Background: an optimization exercise with open tools, aiming at small area. Do not read the settings as production practice.
Only simulation tests tie the RTL to the original design; equivalence was not proved.
The clock input has no modelled driver; a real chip could not lean on it and would need a root buffer or a full tree.
Power is estimated from default activity; no workload was simulated.

job 101:
// uart_bt_8digit
module uart_bt_8digit(
    input  wire       clk,
    input  wire       rst_n,
    input  wire       rx,
    output wire       tx,
    output wire [7:0] seg_dec,
    output wire [3:0] an_dec,
    output wire [7:0] seg_hex,
    output wire [3:0] an_hex,
    output wire [7:0] leds
);
Size in the first run: roughly 340 cells after synthesis, ~0.0028 mm2 of cells after synthesis.
clock: 10.0 ns
lec_check: 0
cap_margin: 20
core_margin: 2
core_utilization: 60
slew_margin: 20
standard.sh (not shown) runs the stock make flow with config.mk's settings and CLKGATE_MAP_FILE= SYNTH_SCRIPT=/design/flow/synth_recipe.tcl, a recipe that flattens the netlist after the stock synthesis.
==> flow/flow/run.sh <==
#!/bin/bash
# Own layout flow: the standard flow (standard.sh) with
#  - synthesis: no half/full-adder extraction, ABC mapping with an area
#    script (flow/area.abc, via flow/synth_area.tcl)
#  - port buffers of the smallest buffer cell (buf_1)
#  - clock tree: CLKBUF_COUNT buffers on the clock port, each driving a group
#    of nearby flip-flops (flow/cts_pre.tcl), instead of an H-tree
# Each tool's output is in orfs/logs/; make's own output goes to flow_make.log.
set -euo pipefail
WORK=$(pwd)
export AREA_ABC_SCRIPT=$WORK/flow/area.abc
export FLOW_SYNTH_TCL=$WORK/synth_recipe.tcl
export ADDER_MAP_FILE=
export BUFFER_PORTS_ARGS="-buffer_cell sky130_fd_sc_hd__buf_1"
export PRE_CTS_TCL=$WORK/flow/cts_pre.tcl
export CLKBUF_CELL=sky130_fd_sc_hd__clkbuf_16
export CLKBUF_COUNT=2
sed "s|SYNTH_SCRIPT=[^ ]*|SYNTH_SCRIPT=$WORK/flow/synth_area.tcl|" standard.sh > own_standard.sh
grep -q "SYNTH_SCRIPT=$WORK/flow/synth_area.tcl" own_standard.sh
bash own_standard.sh finish > flow_make.log 2>&1
==> flow/flow/cts_pre.tcl <==
# PRE_CTS_TCL hook: the clock port drives CLKBUF_COUNT clock buffers
# (CLKBUF_CELL) directly; each drives the flip-flop clock pins of one group
# of nearby flip-flops (k-means on the placed positions). The H-tree that
# clock_tree_synthesis would build is skipped.
set block [ord::get_db_block]
set master [[ord::get_db] findMaster $::env(CLKBUF_CELL)]
set k $::env(CLKBUF_COUNT)
set clknet [[$block findBTerm clk] getNet]
set sinks {}
foreach it [$clknet getITerms] {
  set box [[$it getInst] getBBox]
  lappend sinks [list $it [expr {([$box xMin] + [$box xMax]) / 2.0}] [expr {([$box yMin] + [$box yMax]) / 2.0}]]
}
set n [llength $sinks]
# initial centres: sinks spread along x
set sorted [lsort -real -index 1 $sinks]
set cx {}; set cy {}
for {set j 0} {$j < $k} {incr j} {
  set s [lindex $sorted [expr {int(($j + 0.5) * $n / $k)}]]
  lappend cx [lindex $s 1]; lappend cy [lindex $s 2]
}
# balanced k-means: each group takes at most ceil(n/k) sinks
set cap [expr {($n + $k - 1) / $k}]
for {set iter 0} {$iter < 30} {incr iter} {
  set pairs {}
  foreach s $sinks {
    for {set j 0} {$j < $k} {incr j} {
      set d [expr {abs([lindex $s 1] - [lindex $cx $j]) + abs([lindex $s 2] - [lindex $cy $j])}]
      lappend pairs [list $d [lindex $s 0] $j [lindex $s 1] [lindex $s 2]]
    }
  }
  set pairs [lsort -real -index 0 $pairs]
  array unset grp; array unset cnt
  for {set j 0} {$j < $k} {incr j} { set cnt($j) 0; set sxs($j) 0.0; set sys($j) 0.0 }
  foreach p $pairs {
    lassign $p d it j x y
    if {[info exists grp($it)] || $cnt($j) >= $cap} continue
    set grp($it) $j; incr cnt($j)
    set sxs($j) [expr {$sxs($j) + $x}]; set sys($j) [expr {$sys($j) + $y}]
  }
  set cx {}; set cy {}
  for {set j 0} {$j < $k} {incr j} {
    lappend cx [expr {$sxs($j) / max(1, $cnt($j))}]; lappend cy [expr {$sys($j) / max(1, $cnt($j))}]
  }
}
for {set j 0} {$j < $k} {incr j} {
  set inst($j) [odb::dbInst_create $block $master clkbuf_root_$j]
  set net($j) [odb::dbNet_create $block clk_root_$j]
  $net($j) setSigType CLOCK
  [$inst($j) findITerm A] connect $clknet
  [$inst($j) findITerm X] connect $net($j)
  $inst($j) setLocation [expr {int([lindex $cx $j])}] [expr {int([lindex $cy $j])}]
  $inst($j) setPlacementStatus PLACED
}
foreach s $sinks {
  set it [lindex $s 0]
  $it disconnect
  $it connect $net($grp($it))
}
puts "PRE_CTS_TCL: $k clock buffers ($::env(CLKBUF_CELL)) drive $n clock sinks"
proc clock_tree_synthesis {args} { puts "clock_tree_synthesis skipped: clock buffers inserted by PRE_CTS_TCL" }
Other scripts of this flow, unchanged in this note and not shown: flow/flow/area.abc, flow/flow/synth_area.tcl
Job 101: flow completed, timing, DRC and antenna clean
Here is what was changed in the inputs of job 102 compared with job 101.
-- flow/flow/run.sh --
<<< job 101, line 14
export BUFFER_PORTS_ARGS="-buffer_cell sky130_fd_sc_hd__buf_1"
export PRE_CTS_TCL=$WORK/flow/cts_pre.tcl
export CLKBUF_CELL=sky130_fd_sc_hd__clkbuf_16
export CLKBUF_COUNT=2
sed "s|SYNTH_SCRIPT=[^ ]*|SYNTH_SCRIPT=$WORK/flow/synth_area.tcl|" standard.sh > own_standard.sh
grep -q "SYNTH_SCRIPT=$WORK/flow/synth_area.tcl" own_standard.sh
>>> job 102, line 14
export BUFFER_PORTS_ARGS="-buffer_cell sky130_fd_sc_hd__buf_1"
export PRE_CTS_TCL=$WORK/flow/cts_pre.tcl
export CLKBUF_CELL=sky130_fd_sc_hd__clkbuf_8
export CLKBUF_COUNT=3
sed "s|SYNTH_SCRIPT=[^ ]*|SYNTH_SCRIPT=$WORK/flow/synth_area.tcl|" standard.sh > own_standard.sh
grep -q "SYNTH_SCRIPT=$WORK/flow/synth_area.tcl" own_standard.sh
Notes after the runs:
Every stage of the flow completed for job 102, and the final layout passed the timing, design-rule and antenna checks.
Job 101 closes out successfully: all stages finished, all timing, DRC and antenna checks passed.
Compared with job 101, job 102 shows a global-route wire length before repair that is about 0.43% higher.
Static leakage power delta (job 102 -> job 101): insignificant
The worst hold slack was comparable across job 101 and job 102.
Re path depth of the worst reg2reg path: job 102 is 4 down on job 101.
Compared with job 101, job 102 shows a lower area growth from synthesis to layout.
Post-route DRC violation count: job 102 vs job 101 identical
| worst-case setup margin in the final layout | job 102 vs job 101 | 0.023 ns higher |
On final critical delay including setup and external delays, job 101 loses to job 102.
Clock skew for job 102 is higher than for job 101.
Taking job 101 as the reference, in job 102 core occupancy in the finished layout decreased 0.20 points, design area essentially unchanged.
In every run of this note, the design's own scripts or RTL, not TritonCTS, make the clock network.

[afterwards: timing with drivers on the ports]
In the flow no input, the clock included, has a driving cell. The finished layouts below were timed again as built, in two steps.
Step 1: set_driving_cell puts a clkbuf_16 on clk and a buf_2 on each other input, an assumption about the parent block.
Step 2 moves the port delays by t, midway between the first and last clock arrival at a register: inputs arrive t later, outputs are due t later. That takes back most of the time a late clock gives input paths.
a / b / c = ideal / step 1 / step 2; a / b = the first two.
run | t (ns) | setup WS [ns] | clock arrival spread, ns | worst register clock-pin slew, ns | cell pins on the clock port's net
job 101 | 0.207 | 4.455 / 4.413 / 4.619 | 0.009 / 0.009 | 0.11 / 0.11 | 2
job 102 | 0.211 | 4.477 / 4.430 / 4.641 | 0.015 / 0.016 | 0.12 / 0.12 | 3
After both steps setup and hold are still met in every run listed.
